Source: an optimization exercise on an open RTL-to-GDS flow (aim: small area and a short achievable clock period). Production flows keep margins and buffers that such runs may drop.
Where RTL was checked, it was by simulation tests only, not by an equivalence proof against the original.
No activity file was given, so power comes from the tool's default toggle rates.

==> trial 81 <==
==> flow/design.v (excerpt) <==
module residual_block (
    input clk,
    input rst,
    input start,
    output reg done,
    input  signed [127:0] input_tensor,
    input  [7:0]  conv1_weights_flat,
    input  [7:0]  conv1_bias_flat,
    input  [31:0] conv2_weights_flat,
    input  [7:0]  conv2_bias_flat,
    input  [7:0]  conv3_weights_flat,
    input  [7:0]  conv3_bias_flat,
    input  [7:0]  conv_shortcut_weights_flat,
    input  [7:0]  conv_shortcut_bias_flat,
    output reg signed [71:0] output_tensor
);
export LEC_CHECK = 0
export CAP_MARGIN = 20
export CORE_MARGIN = 2
export CORE_UTILIZATION = 40
export SLEW_MARGIN = 20
export SYNTH_HIERARCHICAL = 1
create_clock -name core_clock -period 10.0 [get_ports {clk}]
standard.sh (not shown) runs the stock make flow with config.mk's settings and CLKGATE_MAP_FILE= SYNTH_SCRIPT=/design/flow/synth_recipe.tcl, a recipe that flattens the netlist after the stock synthesis.
==> flow/flow/run.sh <==
#!/bin/bash
set -euo pipefail
export BUFFER_PORTS_ARGS="-buffer_cell sky130_fd_sc_hd__buf_1"
bash standard.sh > standard_flow.log 2>&1
==> inputs of trial 56, as changes to trial 81 <==
==> flow/run.sh (new file) <==
#!/bin/bash
# synth_recipe.tcl (not shown) runs the flow's synth.tcl, then flattens the netlist and writes it again
# the make line also repeats each setting of config.mk as NAME=value (left out here)
make -C /OpenROAD-flow-scripts/flow DESIGN_CONFIG=/design/flow/config.mk WORK_HOME=/design/flow/orfs CLKGATE_MAP_FILE= SYNTH_SCRIPT=/design/flow/synth_recipe.tcl finish
removed: flow/flow/run.sh
removed: flow/standard.sh
==> results.py <==
metrics = {
    "finish": {
        "multi_input_area_share_pct": 49.1,
    },
    "placement": {
        "gp_congestion": 0.943,
    },
    "timing": {
        "finalCritPeriodShare_pct": 40.9,
    },
    "power_and_ir_drop": {
        "seqPwrFrac_pct": 21.0,
    },
    "critical_path": {
        "rrSetupSlack_ns": 5.91,
    },
    "global_routing": {
        "grt_pass1_vias": 13300,
    },
    "run_status": {
        "status": "complete, no violations",
    },
}
The numbers above come from trial 56.

==> results.py <==
metrics = {
    "finish": {
        "multi_input_area_share_pct": 53.1,
    },
    "timing": {
        "finalCritPeriodShare_pct": 40.6,
    },
    "placement": {
        "gp_congestion": 1.00,
    },
    "run_status": {
        "status": "complete, no violations",
    },
}
The numbers above come from trial 81.

Function was not checked in any run of this note: the RTL went through the layout flow alone.

========
==> inputs of run a <==
residual_block, a different RTL version from the one above (not shown whole).
export LEC_CHECK = 0
export CAP_MARGIN = 20
export CORE_MARGIN = 2
export CORE_UTILIZATION = 40
export SLEW_MARGIN = 20
export SYNTH_HIERARCHICAL = 1
create_clock -name core_clock -period 10.0 [get_ports {clk}]
==> flow/flow/run.sh <==
#!/bin/bash
set -euo pipefail
export BUFFER_PORTS_ARGS="-buffer_cell sky130_fd_sc_hd__buf_1"
export SETUP_SLACK_MARGIN=6.7
bash standard.sh > standard_flow.log 2>&1
==> run b: changes against run a <==
==> flow/flow/run.sh (replaced) <==
#!/bin/bash
set -euo pipefail
export BUFFER_PORTS_ARGS="-buffer_cell sky130_fd_sc_hd__buf_1"
export SETUP_SLACK_MARGIN=6.85
export TNS_END_PERCENT=0
bash standard.sh > standard_flow.log 2>&1
- CORE_UTILIZATION: 40 -> 65
- CTS_CLUSTER_DIAMETER: unset -> 150
- CTS_CLUSTER_SIZE: unset -> 24
==> run c: changes against run a <==
--- a/flow/flow/run.sh
+++ b/flow/flow/run.sh
@@ -4,2 +4,3 @@
 export SETUP_SLACK_MARGIN=6.7
+export TNS_END_PERCENT=0
 bash standard.sh > standard_flow.log 2>&1
- CORE_UTILIZATION: 40 -> 65
==> qor summary <==
| item | run c | run b | run a |
|---|---|---|---|
| Final worst-path setup slack | 6.58 ns | 6.55 ns | 6.64 ns |
| Clock network area share | 5.02% | 2.06% | 5.04% |
| Power attributed to the clock group | 1.15 mW | 0.631 mW | 1.17 mW |
| Proportion of layout cells with a drive suffix above 1 | 10.2% | 8.05% | 12.2% |
| Number of clock-tree buffers in the layout | 36 | 22 | 46 |
| Routed wire length | 44800 um | 44000 um | 45900 um |
| Worst hold slack across all endpoints | 0.355 ns | 0.374 ns | 0.363 ns |
| Floorplan core area | 27600 um^2 | 27600 um^2 | 44500 um^2 |
| Bufs w/o clock | 297 | 296 | 299 |
| Final Core Density | 74.8% | 72.3% | 47.4% |
| Met1 WL | 16700 um | 17100 um | 18900 um |
| Highest clock rate | 292 MHz | 289 MHz | 297 MHz |
| Clock skew after layout | 0.0218 ns | 0.0177 ns | 0.0126 ns |
| Half-perimeter wire length after detailed placement | 36200 um | 36500 um | 37700 um |
| Post_cts resized | 6 | 0 | 10 |
| PD cells | 436 nW/um^2 | 412 nW/um^2 | 438 nW/um^2 |
| Cell Count Post-Placement | 2143 | 2143 | 2355 |
| Outcome | complete, no violations | complete, no violations | complete, no violations |
| Multi-input logic area | 11200 um^2 | 11100 um^2 | 11300 um^2 |
| Share of cell area taken by multi-input logic gates | 54.1% | 55.7% | 53.4% |
| Reg-to-Reg End | T3[11] | output_tensor[71] | T3[11] |

========
==> inputs of 03-04 <==
residual_block, a different RTL version from the one above (not shown whole).
clock: 10.0 ns
lec_check: 0
cap_margin: 20
core_margin: 2
core_utilization: 55
cts_cluster_diameter: 150
cts_cluster_size: 24
slew_margin: 20
synth_hierarchical: 1
==> flow/flow/run.sh <==
#!/bin/bash
set -euo pipefail
export BUFFER_PORTS_ARGS="-buffer_cell sky130_fd_sc_hd__buf_1"
export SETUP_SLACK_MARGIN=6.9
export TNS_END_PERCENT=0
bash standard.sh > standard_flow.log 2>&1
==> inputs of 03-06, as changes to 03-04 <==
==> flow/flow/run.sh (replaced) <==
#!/bin/bash
set -euo pipefail
export BUFFER_PORTS_ARGS="-buffer_cell sky130_fd_sc_hd__buf_1"
export SETUP_SLACK_MARGIN=7.05
export TNS_END_PERCENT=0
bash standard.sh > standard_flow.log 2>&1
CORE_UTILIZATION = 65   (was 55)
==> results.json <==
{
  "status": "no timing/DRC/antenna violations",
  "num_vias": 12371,
  "tightest_slew_ps": 954,
  "floorplan.die_area_mm2": 0.0294,
  "multiInputGateArea_mm2": 0.0114,
  "wl_met2_um": 22300,
  "drt_first_iter_violations": 934,
  "clk_pwr_share_pct": 7.6,
  "initial_util_pct": 65.8,
  "placeableCoreArea_mm2": 0.0277,
  "dp.cells": 2119
}
-- figures above: 03-06

==> results.json <==
{
  "num_vias": 12148,
  "placeableCoreArea_mm2": 0.0326,
  "multiInputGateArea_mm2": 0.0113,
  "initial_util_pct": 55.9,
  "drt_first_iter_violations": 780,
  "status": "no timing/DRC/antenna violations",
  "dp.cells": 2183,
  "crit_type": "reg -> reg",
  "tightest_slew_ps": 1000,
  "clk_pwr_share_pct": 7.7
}
-- figures above: 03-04


========
==> job 197: inputs <==
Another version of the RTL of residual_block (not shown whole).
clock: 10.0 ns
lec_check: 0
cap_margin: 20
core_margin: 2
core_utilization: 40
slew_margin: 20
synth_hierarchical: 1
==> flow/flow/run.sh <==
#!/bin/bash
set -euo pipefail
export BUFFER_PORTS_ARGS="-buffer_cell sky130_fd_sc_hd__buf_1"
bash standard.sh > standard_flow.log 2>&1
==> job 7182 (differences from job 197) <==
==> flow/flow/run.sh (replaced) <==
#!/bin/bash
set -euo pipefail
export BUFFER_PORTS_ARGS="-buffer_cell sky130_fd_sc_hd__buf_1"
export SETUP_SLACK_MARGIN=6.3
export TNS_END_PERCENT=0
bash standard.sh > standard_flow.log 2>&1
==> job 6869 (differences from job 197) <==
==> flow/flow/run.sh (replaced) <==
#!/bin/bash
set -euo pipefail
export BUFFER_PORTS_ARGS="-buffer_cell sky130_fd_sc_hd__buf_1"
export SETUP_SLACK_MARGIN=6.7
export TNS_END_PERCENT=0
bash standard.sh > standard_flow.log 2>&1
==> summary of the runs <==
- Job 6869 ran to the end with no violations. Job 197 produced a clean layout. Job 7182 produced a clean layout.
- The highest utilization belongs to job 7182, the lowest to job 197.
- Total power: job 6869 > job 7182 > job 197.
- Critical path depth, highest first: job 7182, job 6869, job 197.
- Synthesized cell count is the same in job 7182 and job 197.
- Clock skew: job 6869 > job 7182 > job 197.
- The highest final cell count belongs to job 7182, the lowest to job 197.
- Between job 197 and job 6869, the lower global-route usage is in job 197 (gap 0.25 points).
- In job 7182 the first-iteration DRC count is higher than in job 197, by about 7%.
==> figures <==
Number of buffers added for setup after CTS: job 7182 0; job 6869 2; job 197 0
Critical path peak fanout: job 7182 3; job 6869 8; job 197 34
Period minus WS final: job 7182 3560 ps; job 6869 3360 ps; job 197 3720 ps
Share of total power consumed by net switching: job 7182 42.9%; job 6869 42.9%; job 197 43.0%
Capturing element of the worst setup path: job 7182 output_tensor[71]; job 6869 output_tensor[66]; job 197 XS[2]
Sum of internal, switching and leakage power: job 7182 8.45 mW; job 6869 8.57 mW; job 197 8.44 mW
Critical-path top delay cell: job 7182 fa_2; job 6869 fa_2; job 197 ha_1
Buffer share of cell area: job 7182 5.66%; job 6869 5.74%; job 197 5.52%
Placer Congestion: job 7182 0.953; job 6869 0.963; job 197 0.953
Detailed-route wire length: job 7182 51600 um; job 6869 52000 um; job 197 51600 um
Count of instances resized after the clock tree is built: job 7182 0; job 6869 3; job 197 0
Critical path's most frequent cell: job 7182 fa_1; job 6869 fa_2; job 197 inv_1
Status: job 7182 no timing/DRC/antenna violations; job 6869 no timing/DRC/antenna violations; job 197 no timing/DRC/antenna violations
Layout Skew: job 7182 14.3 ps; job 6869 35.2 ps; job 197 13.3 ps
Fraction of final layout cells sized beyond drive strength 1: job 7182 8.77%; job 6869 8.99%; job 197 8.36%
Worst endpoint data arrival time: job 7182 4010 ps; job 6869 3830 ps; job 197 4200 ps
Launching instance or port of the critical path: job 7182 Cp[3]; job 6869 Cp[4]; job 197 cnt[0]

========
==> v34 <==
residual_block with an RTL version that a note above also has.
export LEC_CHECK = 0
export CAP_MARGIN = 20
export CORE_MARGIN = 2
export CORE_UTILIZATION = 40
export SLEW_MARGIN = 20
export SYNTH_HIERARCHICAL = 1
create_clock -name core_clock -period 10.0 [get_ports {clk}]
==> flow/flow/run.sh <==
#!/bin/bash
set -euo pipefail
export BUFFER_PORTS_ARGS="-buffer_cell sky130_fd_sc_hd__buf_1"
export SETUP_SLACK_MARGIN=6.7
export TNS_END_PERCENT=0
bash standard.sh > standard_flow.log 2>&1
==> v19: changes against v34 <==
--- a/flow/config.mk
+++ b/flow/config.mk
@@ -7,6 +7,8 @@
 export LEC_CHECK = 0
 export CAP_MARGIN = 20
 export CORE_MARGIN = 2
-export CORE_UTILIZATION = 40
+export CORE_UTILIZATION = 65
+export CTS_CLUSTER_DIAMETER = 150
+export CTS_CLUSTER_SIZE = 24
 export SLEW_MARGIN = 20
 export SYNTH_HIERARCHICAL = 1
==> v22: changes against v34 <==
--- a/flow/config.mk
+++ b/flow/config.mk
@@ -7,6 +7,9 @@
 export LEC_CHECK = 0
 export CAP_MARGIN = 20
 export CORE_MARGIN = 2
-export CORE_UTILIZATION = 40
+export CORE_UTILIZATION = 65
+export CTS_CLUSTER_DIAMETER = 150
+export CTS_CLUSTER_SIZE = 24
+export GPL_TIMING_DRIVEN = 1
 export SLEW_MARGIN = 20
 export SYNTH_HIERARCHICAL = 1
==> reports/qor.yml <==
global_routing:
  grtUsageMet2: 0.5395
  met1_usage: 0.3882
  grtUsageTotal: 0.3051
  met3_usage: 0.03678
sta:
  period_share: 0.3387
cells_and_area:
  layout-drive-gt1-share: 0.08547
  seq_area_um2: 6430
  clk_share: 0.02069
  fill_cells: 2054
  syn_to_final_growth_pct: 10.50
  buffers_excl_clock: 297
floorplanning:
  die_w_um: 171.0
run_status:
  status: "finished clean"
worst_setup_path:
  cp_cell_sequence: "ha_4 > fa_1 > inv_2 > ha_4 > ha_4 > a21o_1 > o21a_1 > or3_1 > xor2_1 > xor2_1 > xor2_1 > xor2_1 > xor2_1 > xor2_1"
power_and_ir_drop:
  clockPowerShare: 0.076
  powerClk_w: 0.000635
  power_density_nw_per_um2: 419.3
clocking:
  cts_setup_buffers: 1
That was v19.
==> reports/qor.yml <==
run_status:
  status: "finished clean"
cells_and_area:
  buffers_excl_clock: 297
  seq_area_um2: 6430
  layout-drive-gt1-share: 0.08547
power_and_ir_drop:
  clockPowerShare: 0.076
  powerClk_w: 0.000635
route:
  wl_um: 43670
global_routing:
  met1_usage: 0.3882
  met3_usage: 0.03678
  grtUsageTotal: 0.3051
  grtUsageMet2: 0.5395
floorplanning:
  row_count: 61
  die_w_um: 171.0
clocking:
  cts_setup_buffers: 1
That was v22.
==> reports/qor.yml <==
sta:
  period_share: 0.3393
global_routing:
  met3_usage: 0.03229
  grtUsageMet2: 0.3479
clocking:
  cts_setup_buffers: 0
power_and_ir_drop:
  clockPowerShare: 0.132
  powerClk_w: 0.00117
  power_density_nw_per_um2: 422.2
floorplanning:
  die_w_um: 216.8
cells_and_area:
  clk_share: 0.05081
  layout-drive-gt1-share: 0.1022
run_status:
  status: "finished clean"
That was v34.

## what the ideal ports hide
How much do the figures lean on ideal ports? The routed layouts below were timed once more, with nothing changed but the port constraints. Step 1, drivers: a clkbuf_16 drives clk and a buf_2 each remaining input, both assumed. Step 2 also shifts input and output timing later by t, the mid clock arrival at the registers, as if the neighbouring blocks saw the same clock. Slacks: no drivers / after step 1 / after step 2; pairs: no drivers / after step 1.
run	t (ns)	setup WS [ns]	worst slew at a driven data input, ns
trial 81	0.641	5.941 / 5.941 / 5.941	0.07
trial 56	0.614	5.914 / 5.914 / 5.914	0.07
run a	0.611	6.635 / 6.635 / 6.321	0.07
run b	0.541	6.545 / 6.545 / 6.324	0.07
run c	0.599	6.579 / 6.579 / 6.315	0.07
03-04	0.537	6.773 / 6.773 / 6.611	0.09
03-06	0.536	6.797 / 6.797 / 6.665	0.11
job 197	0.631	6.277 / 6.277 / 6.277	0.06
job 7182	0.630	6.444 / 6.444 / 6.386	0.06
job 6869	0.639	6.643 / 6.643 / 6.373	0.07
v34	0.611	6.607 / 6.607 / 6.321	0.07
v19	0.540	6.613 / 6.613 / 6.321	0.08
v22	0.540	6.613 / 6.613 / 6.321	0.08
After both steps every run listed still meets setup and hold. For run a, which loses most, drivers alone change the setup slack by 0.000 ns; drivers and shift together by -0.314 ns.
